Background: an optimization exercise with open tools, aiming at small area. Do not read the settings as production practice. Only simulation tests tie the RTL to the original design; equivalence was not proved. No activity file was given, so power comes from the tool's default toggle rates.

P:
==> flow/design.v <==
module uart_core
#(
	parameter DATA_BITS=8
	,parameter BAUD_BITS=16
	,parameter ERR_BITS=2
	,parameter UART_ADDR_BITS=8
	,parameter UART_DATA_BITS=32
)
(
	input wire clk  
	,input wire nRst  
	,input wire [UART_ADDR_BITS-1:0] addrIn  
	,input wire [UART_DATA_BITS-1:0] dataIn  
	,output wire [UART_DATA_BITS-1:0] dataOut  
	,input wire wr  
	,input wire valid  
	,output wire ready  
	,output wire irq  
	,output reg uartTxLine  
	,input wire uartRxLine  
);
	wire a00=(addrIn==8'h00);
	wire a04=(addrIn==8'h04);
	wire a08=(addrIn==8'h08);
	wire a0C=(addrIn==8'h0C);
	wire a10=(addrIn==8'h10);
	wire a14=(addrIn==8'h14);
	wire a18=(addrIn==8'h18);
	wire a1C=(addrIn==8'h1C);
	wire a24=(addrIn==8'h24);
	wire aOther=~(a00|a04|a08|a0C|a10|a14|a18|a1C|a24);
	wire wv=valid&wr;
	reg [7:0] txData;	 
	reg txStart;
	reg enTx;
	reg enRx;
	reg testMode;
	reg cfgParity;
	reg cfgStop;
	reg cfgOs;
	reg [15:1] cfgDiv;
	reg rstTxIn,rstTxD,rstTx;
	reg rstRxIn,rstRxD,rstRx;
	reg [7:0] intMask;
	reg [3:0] intClr;
	reg txBusyIntr;
	reg [7:0] dOut;
	reg [3:0] intPend;
	localparam TX_IDLE=4'd14;
	reg [3:0] txc;
	reg txPar;
	wire txBusy=(txc!=TX_IDLE);
	wire txBusyAll=txBusy|txStart;
	localparam RX_IDLE=4'd15;
	reg [3:0] rxc;
	reg [7:0] rxData;
	reg rxPar;
	reg rxR1,rxR2;
	reg rxOsStart;
	reg [1:0] rxErr;
	wire rxBusy=(rxc!=RX_IDLE);
	wire rxReady=rxR1^rxR2;
	assign ready=1'b1;
	assign dataOut={24'd0,dOut};
	assign irq=|intPend;
	wire txWrite=wv&a00&enTx;
	always @(posedge clk)
		if(txWrite&~txBusyAll)
			txData<=dataIn[7:0];
	always @(posedge clk)
	begin
		rstTxD<=rstTxIn;
		rstRxD<=rstRxIn;
		txBusyIntr<=txWrite&txBusyAll;
		intClr<=(wv&a24)? dataIn[3:0]:4'd0;
		if(wv&a08&~(txBusy|rxBusy))
		begin
			cfgOs<=dataIn[16];
			cfgParity<=dataIn[17];
			cfgStop<=dataIn[18];
		end
	end
	always @(posedge clk,negedge nRst)
	begin
		if(~nRst)
		begin
			txStart<=0;
			enTx<=0;
			enRx<=0;
			testMode<=0;
			cfgDiv<=0;
			rstTxIn<=0;
			rstTx<=1;
			rstRxIn<=0;
			rstRx<=1;
			intMask<=0;
			dOut<=0;
			intPend<=0;
		end
		else
		begin
			rstTx<=rstTxIn&~rstTxD;
			rstRx<=rstRxIn&~rstRxD;
			if(txWrite&~txBusyAll)
				txStart<=1;
			else if(txBusy)
				txStart<=0;
			intPend<=(~intClr)&(intPend|(intMask[3:0]&{txBusyIntr,rxErr,rxReady}));
			if(wv&a08&~(txBusy|rxBusy))
				cfgDiv<=dataIn[15:1];
			if(wv&a0C)
			begin
				if(dataIn[0])
					enTx<=1;
				else if(~txBusy)
					enTx<=0;
				if(dataIn[1])
					enRx<=1;
				else if(~rxBusy)
					enRx<=0;
				testMode<=&dataIn[2:0];
			end
			if(wv&a10)
			begin
				rstTxIn<=~dataIn[0];
				rstRxIn<=~dataIn[1];
			end
			if(wv&a1C)
				intMask<=dataIn[7:0];
			if(valid)
			begin
				if(aOther)
					dOut<=8'd0;
				else if(~wr)
				begin
					if(a04&enRx)
						dOut<=rxData&{8{rxR1}};
					else if(a0C)
						dOut<={3'd0,testMode,rstRx,rstTx,enRx,enTx};
					else if(a14)
						dOut<={5'd0,rxReady,rxBusy,txBusyAll};
					else if(a18)
						dOut<={4'd0,intPend};
					else if(a1C)
						dOut<=intMask;
				end
			end
		end
	end
	reg [15:0] bCnt;
	reg bLevel;
	reg [3:0] bTx;
	wire [14:0] half=cfgDiv[15:1];
	wire [16:0] bInc={1'b0,bCnt}+17'd1;
	wire bWrap=(half!=15'd0)&(bInc>={2'b0,half});
	wire tickRx=bWrap&~bLevel;
	wire tickTx=tickRx&(cfgOs? (bTx==4'b0111):(bTx[2:0]==3'b011));
	always @(posedge clk,negedge nRst)
	begin
		if(~nRst)
		begin
			bCnt<=0;
			bLevel<=0;
			bTx<=0;
		end
		else
		begin
			if(bWrap)
			begin
				bCnt<=0;
				bLevel<=~bLevel;
			end
			else
				bCnt<=bInc[15:0];
			if(tickRx)
				bTx<=bTx+4'd1;
		end
	end
	wire txBit=txData[txc[2:0]];
	always @(posedge clk)
		if(tickTx)
		begin
			if(txc==4'd15)
				txPar<=cfgParity;
			else if(~txc[3])
				txPar<=txPar^txBit;
		end
	always @(posedge clk,negedge nRst)
	begin
		if(~nRst)
		begin
			txc<=TX_IDLE;
			uartTxLine<=1;
		end
		else if(rstTx)
		begin
			txc<=TX_IDLE;
			uartTxLine<=1;
		end
		else if(tickTx)
		begin
			case(txc)
				4'd14: begin
					uartTxLine<=1;
					if(txStart)
						txc<=4'd15;
				end
				4'd15: begin
					uartTxLine<=0;
					txc<=4'd0;
				end
				4'd8: begin
					uartTxLine<=txPar;
					txc<=4'd9;
				end
				4'd9: begin
					uartTxLine<=1;
					txc<=4'd10;
				end
				4'd10: begin
					txc<=cfgStop? 4'd11:TX_IDLE;
				end
				4'd11,4'd12,4'd13: begin
					txc<=TX_IDLE;
				end
				default: begin
					uartTxLine<=txBit;
					txc<=txc+4'd1;
				end
			endcase
		end
	end
	wire rxLine=testMode? uartTxLine:uartRxLine;
	reg [4:0] osCnt;
	reg osOp;		 
	reg osM0,osM1,osM2;
	reg osReady;
	reg osFirst;
	wire osActive=rxOsStart|osReady;
	wire sBit=(osM0&osM1)|(osM1&osM2)|(osM2&osM0);
	wire [4:0] smb=osFirst? (osOp? 5'd15:5'd7):(osOp? 5'd7:5'd3);
	wire osAtM1=(osCnt==smb-5'd1);
	wire osAtMid=(osCnt==smb);
	wire osAtP1=(osCnt==smb+5'd1);
	always @(posedge clk)
		if(tickRx)
			osOp<=cfgOs;
	always @(posedge clk)
		if(tickRx&osActive&osAtMid)
			osM1<=rxLine;
	always @(posedge clk)
	begin
		if(rstRx)
		begin
			osCnt<=0;
			osM0<=0;
			osM2<=0;
			osReady<=0;
			osFirst<=0;
		end
		else if(tickRx&osActive)
		begin
			if(osAtM1)
				osM0<=rxLine;
			if(osAtP1)
				osM2<=rxLine;
			if(osAtMid)
			begin
				osReady<=1;
				osCnt<=0;
				osFirst<=1;
			end
			else
			begin
				osReady<=0;
				osCnt<=osCnt+5'd1;
			end
		end
	end
	always @(posedge clk)
	begin
		if(rstRx)
		begin
			rxOsStart<=0;
			rxErr<=0;
		end
		else if(tickRx)
		begin
			if(rxc==RX_IDLE)
			begin
				if(~rxLine)
				begin
					rxOsStart<=1;
					if(osReady&~sBit)
						rxErr<=0;
				end
			end
			else if(rxc>=4'd10)
			begin
				if(rxPar)
					rxErr<=2'd1;
				else if(osReady&(rxc<(cfgStop? 4'd12:4'd11))&~sBit)
					rxErr<=2'd2;
			end
		end
	end
	always @(posedge clk)
		if(tickRx&osReady&(rxc<4'd8))
			rxData<={sBit,rxData[7:1]};
	always @(posedge clk)
		if(tickRx)
		begin
			if(rxc==RX_IDLE)
				rxPar<=0;
			else if(rxc==4'd9)
				rxPar<=rxPar^cfgParity;
			else if(osReady&(rxc<4'd9))
				rxPar<=rxPar^sBit;
		end
	always @(posedge clk,negedge nRst)
	begin
		if(~nRst)
		begin
			rxc<=RX_IDLE;
			rxR1<=0;
			rxR2<=0;
		end
		else if(rstRx)
		begin
			rxc<=RX_IDLE;
			rxR1<=0;
			rxR2<=0;
		end
		else if(tickRx)
		begin
			rxR2<=rxR1;
			if(rxc==RX_IDLE)
			begin
				if(~rxLine)
				begin
					if(osReady&~sBit)
					begin
						rxc<=4'd0;
						rxR1<=0;
						rxR2<=0;
					end
				end
			end
			else if(rxc<4'd9)
			begin
				if(osReady)
					rxc<=rxc+4'd1;
			end
			else if(rxc==4'd9)
				rxc<=4'd10;
			else
			begin
				if(rxPar)
				begin
					rxc<=RX_IDLE;
				end
				else if(osReady)
				begin
					if(rxc<(cfgStop? 4'd12:4'd11))
					begin
						if(sBit)
							rxc<=rxc+4'd1;
						else
							rxc<=RX_IDLE;
					end
					else
					begin
						rxR1<=1;
						rxc<=RX_IDLE;
					end
				end
			end
		end
	end
endmodule
export LEC_CHECK = 0
export CAP_MARGIN = 20
export CORE_MARGIN = 2
export CORE_UTILIZATION = 40
export CTS_BUF_LIST = sky130_fd_sc_hd__clkbuf_8
export SLEW_MARGIN = 20
create_clock -name core_clock -period 10.0 [get_ports {clk}]
standard.sh (not shown) runs the stock make flow with config.mk's settings and CLKGATE_MAP_FILE= SYNTH_SCRIPT=/design/flow/synth_recipe.tcl, a recipe that flattens the netlist after the stock synthesis.
==> flow/flow/run.sh <==
#!/bin/bash
# Own layout flow: the standard flow (standard.sh) with two changes:
#  1. after the standard synthesis, the combinational logic is re-mapped by
#     ABC for area (flow/remap.ys); every register keeps its instance, name
#     and cell type from the standard synthesis;
#  2. port buffers are sky130_fd_sc_hd__buf_1 instead of the default choice;
#  3. clock tree synthesis without dummy loads (CTS_ARGS);
#  4. constant outputs share the synthesis's tie cells (SKIP_REPAIR_TIE_FANOUT).
# Each tool's output goes to a log file in the work folder.
set -euo pipefail
W=$(pwd)
R=$W/orfs/results/$FLOW_PLATFORM/uart_core/base
LIB=$FLOW_HOME/platforms/$FLOW_PLATFORM/lib/sky130_fd_sc_hd__tt_025C_1v80.lib
YOSYS=${YOSYS_EXE:-$(command -v yosys || echo "$FLOW_HOME/../tools/install/yosys/bin/yosys")}
export BUFFER_PORTS_ARGS="-buffer_cell sky130_fd_sc_hd__buf_1"
export CTS_ARGS="-sink_clustering_enable -repair_clock_nets -buf_list sky130_fd_sc_hd__clkbuf_8 -dont_use_dummy_load"
export SKIP_REPAIR_TIE_FANOUT=1

bash standard.sh synth > "$W/flow_1_synth.log" 2>&1

cp "$R/1_2_yosys.v" "$W/1_2_yosys_standard.v"
sed -e "s#@LIB@#$LIB#g" -e "s#@IN@#$W/1_2_yosys_standard.v#" -e "s#@OUT@#$W/1_2_yosys_remap.v#" \
  "$W/flow/remap.ys" > "$W/remap.ys"
"$YOSYS" -s "$W/remap.ys" > "$W/flow_2_remap.log" 2>&1
cp "$W/1_2_yosys_remap.v" "$R/1_2_yosys.v"
touch "$R/1_2_yosys.v"

bash standard.sh > "$W/flow_3_layout.log" 2>&1
Other scripts of this flow, unchanged in this note and not shown: flow/flow/remap.ys
Changes in Q relative to P:
==> flow/flow/run.sh <==
#!/bin/bash
# Own layout flow: the standard flow (standard.sh) with two changes:
#  1. after the standard synthesis, the combinational logic is re-mapped by
#     ABC for area (flow/remap.ys); every register keeps its instance, name
#     and cell type from the standard synthesis;
#  2. port buffers are sky130_fd_sc_hd__buf_2 instead of the default choice.
# Each tool's output goes to a log file in the work folder.
set -euo pipefail
W=$(pwd)
R=$W/orfs/results/$FLOW_PLATFORM/uart_core/base
LIB=$FLOW_HOME/platforms/$FLOW_PLATFORM/lib/sky130_fd_sc_hd__tt_025C_1v80.lib
YOSYS=${YOSYS_EXE:-$(command -v yosys || echo "$FLOW_HOME/../tools/install/yosys/bin/yosys")}
export BUFFER_PORTS_ARGS="-buffer_cell sky130_fd_sc_hd__buf_2"

bash standard.sh synth > "$W/flow_1_synth.log" 2>&1

cp "$R/1_2_yosys.v" "$W/1_2_yosys_standard.v"
sed -e "s#@LIB@#$LIB#g" -e "s#@IN@#$W/1_2_yosys_standard.v#" -e "s#@OUT@#$W/1_2_yosys_remap.v#" \
  "$W/flow/remap.ys" > "$W/remap.ys"
"$YOSYS" -s "$W/remap.ys" > "$W/flow_2_remap.log" 2>&1
cp "$W/1_2_yosys_remap.v" "$R/1_2_yosys.v"
touch "$R/1_2_yosys.v"

bash standard.sh > "$W/flow_3_layout.log" 2>&1
## What came out
Compared with P, Q shows internal power of the cells that has gone up by more than 10%.
Layout clock buffer count up 3 in Q wrt P
Areal power density over the cells (Q vs. P) increases by a little under 10%
Global-route wire length before repair went down slightly going from P to Q.
In Q the relative area change from synthesis to final layout turned out 5.5 points higher than in P.
Wire length (Q vs. P) increases slightly


Setup of v25:
RTL: the design.v shown in full above, as it stands there.
clock: 10.0 ns
lec_check: 0
cap_margin: 20
core_margin: 2
core_utilization: 40
cts_buf_list: sky130_fd_sc_hd__clkbuf_8
slew_margin: 20
==> flow/flow/run.sh <==
#!/bin/bash
# Own layout flow: the standard flow (standard.sh) with two changes:
#  1. after the standard synthesis, the combinational logic is re-mapped by
#     ABC for area (flow/remap.ys); every register keeps its instance, name
#     and cell type from the standard synthesis;
#  2. port buffers are sky130_fd_sc_hd__buf_2 instead of the default choice;
#  3. clock tree synthesis without dummy loads (CTS_ARGS);
#  4. constant outputs share the synthesis's tie cells (SKIP_REPAIR_TIE_FANOUT).
# Each tool's output goes to a log file in the work folder.
set -euo pipefail
W=$(pwd)
R=$W/orfs/results/$FLOW_PLATFORM/uart_core/base
LIB=$FLOW_HOME/platforms/$FLOW_PLATFORM/lib/sky130_fd_sc_hd__tt_025C_1v80.lib
YOSYS=${YOSYS_EXE:-$(command -v yosys || echo "$FLOW_HOME/../tools/install/yosys/bin/yosys")}
export BUFFER_PORTS_ARGS="-buffer_cell sky130_fd_sc_hd__buf_2"
export CTS_ARGS="-sink_clustering_enable -repair_clock_nets -buf_list sky130_fd_sc_hd__clkbuf_8 -dont_use_dummy_load"
export SKIP_REPAIR_TIE_FANOUT=1

bash standard.sh synth > "$W/flow_1_synth.log" 2>&1

cp "$R/1_2_yosys.v" "$W/1_2_yosys_standard.v"
sed -e "s#@LIB@#$LIB#g" -e "s#@IN@#$W/1_2_yosys_standard.v#" -e "s#@OUT@#$W/1_2_yosys_remap.v#" \
  "$W/flow/remap.ys" > "$W/remap.ys"
"$YOSYS" -s "$W/remap.ys" > "$W/flow_2_remap.log" 2>&1
cp "$W/1_2_yosys_remap.v" "$R/1_2_yosys.v"
touch "$R/1_2_yosys.v"

bash standard.sh > "$W/flow_3_layout.log" 2>&1
Other scripts of this flow, unchanged in this note and not shown: flow/flow/remap.ys
v25 went all the way through synthesis, placement and routing and the layout is clean on timing, DRC and antenna.
Setup changes, v25 to v36
--- a/flow/flow/run.sh
+++ b/flow/flow/run.sh
@@ -6 +6 @@
-#  2. port buffers are sky130_fd_sc_hd__buf_2 instead of the default choice;
+#  2. port buffers are sky130_fd_sc_hd__buf_1 instead of the default choice;
@@ -15 +15 @@
-export BUFFER_PORTS_ARGS="-buffer_cell sky130_fd_sc_hd__buf_2"
+export BUFFER_PORTS_ARGS="-buffer_cell sky130_fd_sc_hd__buf_1"
--- a/flow/config.mk
+++ b/flow/config.mk
@@ -11 +11 @@
-export CTS_BUF_LIST = sky130_fd_sc_hd__clkbuf_8
+export GPL_TIMING_DRIVEN = 0
Results
Number of cell rows: v25 vs v36 identical
v36 has depth of the critical timing path with buffers and inverters included below what v25 had.
Of v36 and v25, it is v36 that has the lower met2 demand-to-capacity share in global routing.
Against v25, v36 comes in 0.2 points lower on portion of total power attributed to the clock network.
Inputs modified between v36 and v52:
--- a/flow/config.mk
+++ b/flow/config.mk
@@ -8 +8 @@
-export CAP_MARGIN = 20
+export CAP_MARGIN = 0
@@ -12 +12 @@
-export SLEW_MARGIN = 20
+export SLEW_MARGIN = 0
==> comparison <==
v52 completed every stage of the flow, and the final layout passed the timing, DRC and antenna checks. v52 against v36: final design area excluding fillers decreased by about 0.34% relative to the old numbers; setup slack decreased by 0.50 ns relative to the old numbers; core utilization decreased by 0.16 points relative to the old numbers; cell leakage power decreased by 0.60% relative to the old numbers.


RTL: the design.v shown in full above, as it stands there.
clock: 10.0 ns
lec_check: 0
cap_margin: 20
core_margin: 2
core_utilization: 40
slew_margin: 20
run.sh (not shown) runs the stock make flow with config.mk's settings and CLKGATE_MAP_FILE= SYNTH_SCRIPT=/design/flow/synth_recipe.tcl, a recipe that flattens the netlist after the stock synthesis.
Stock flow here: none of the scripts above is used.
The first run went through all stages and came out clean.
Next try:
CTS_BUF_LIST = sky130_fd_sc_hd__clkbuf_8   (was default)
The changed run finished with timing, DRC and antenna clean; fmax stays flat; cell area went down by a few percent; sequential power hardly moves; register-to-register slack hardly moves; routed wire length fell by a few percent.

## static timing again, ports no longer ideal
The results above use ideal ports. As a check the final layouts listed here were re-extracted and re-timed, cells and wires unchanged. Step 1, drivers: a clkbuf_16 drives clk and a buf_2 each remaining input, both assumed. Step 2 times the ports against the registers' clock, not the clock port: input delays grow and output delays shrink by t, the midpoint of the rising clock arrivals with the driver on. Slacks: ideal / step 1 / step 2; pairs: ideal / step 1.
run	t (ns)	setup slack, ns	hold slack, ns	worst setup path after step 2	latest minus earliest clock arrival (ns)
P	0.457	4.316 / 4.316 / 4.316	0.352 / 0.352 / 0.352	register to register	0.024 / 0.024
Q	0.467	4.412 / 4.412 / 4.412	0.347 / 0.347 / 0.347	register to register	0.014 / 0.013
v25	0.459	4.381 / 4.381 / 4.381	0.340 / 0.340 / 0.340	register to register	0.019 / 0.019
v36	0.468	3.708 / 3.708 / 3.708	0.331 / 0.331 / 0.331	register to register	0.023 / 0.023
v52	0.462	3.210 / 3.210 / 3.210	0.338 / 0.338 / 0.338	register to register	0.024 / 0.024
the first run of note 3	0.451	5.582 / 5.599 / 5.149	0.341 / 0.341 / 0.341	input to register	0.010 / 0.009
the second run of note 3	0.470	5.592 / 5.604 / 5.134	0.345 / 0.345 / 0.345	input to register	0.010 / 0.010
After both steps setup and hold are still met in every run listed. The setup slack of the second run of note 3, which loses most, moves by +0.012 ns with the drivers and by -0.458 ns with both steps.
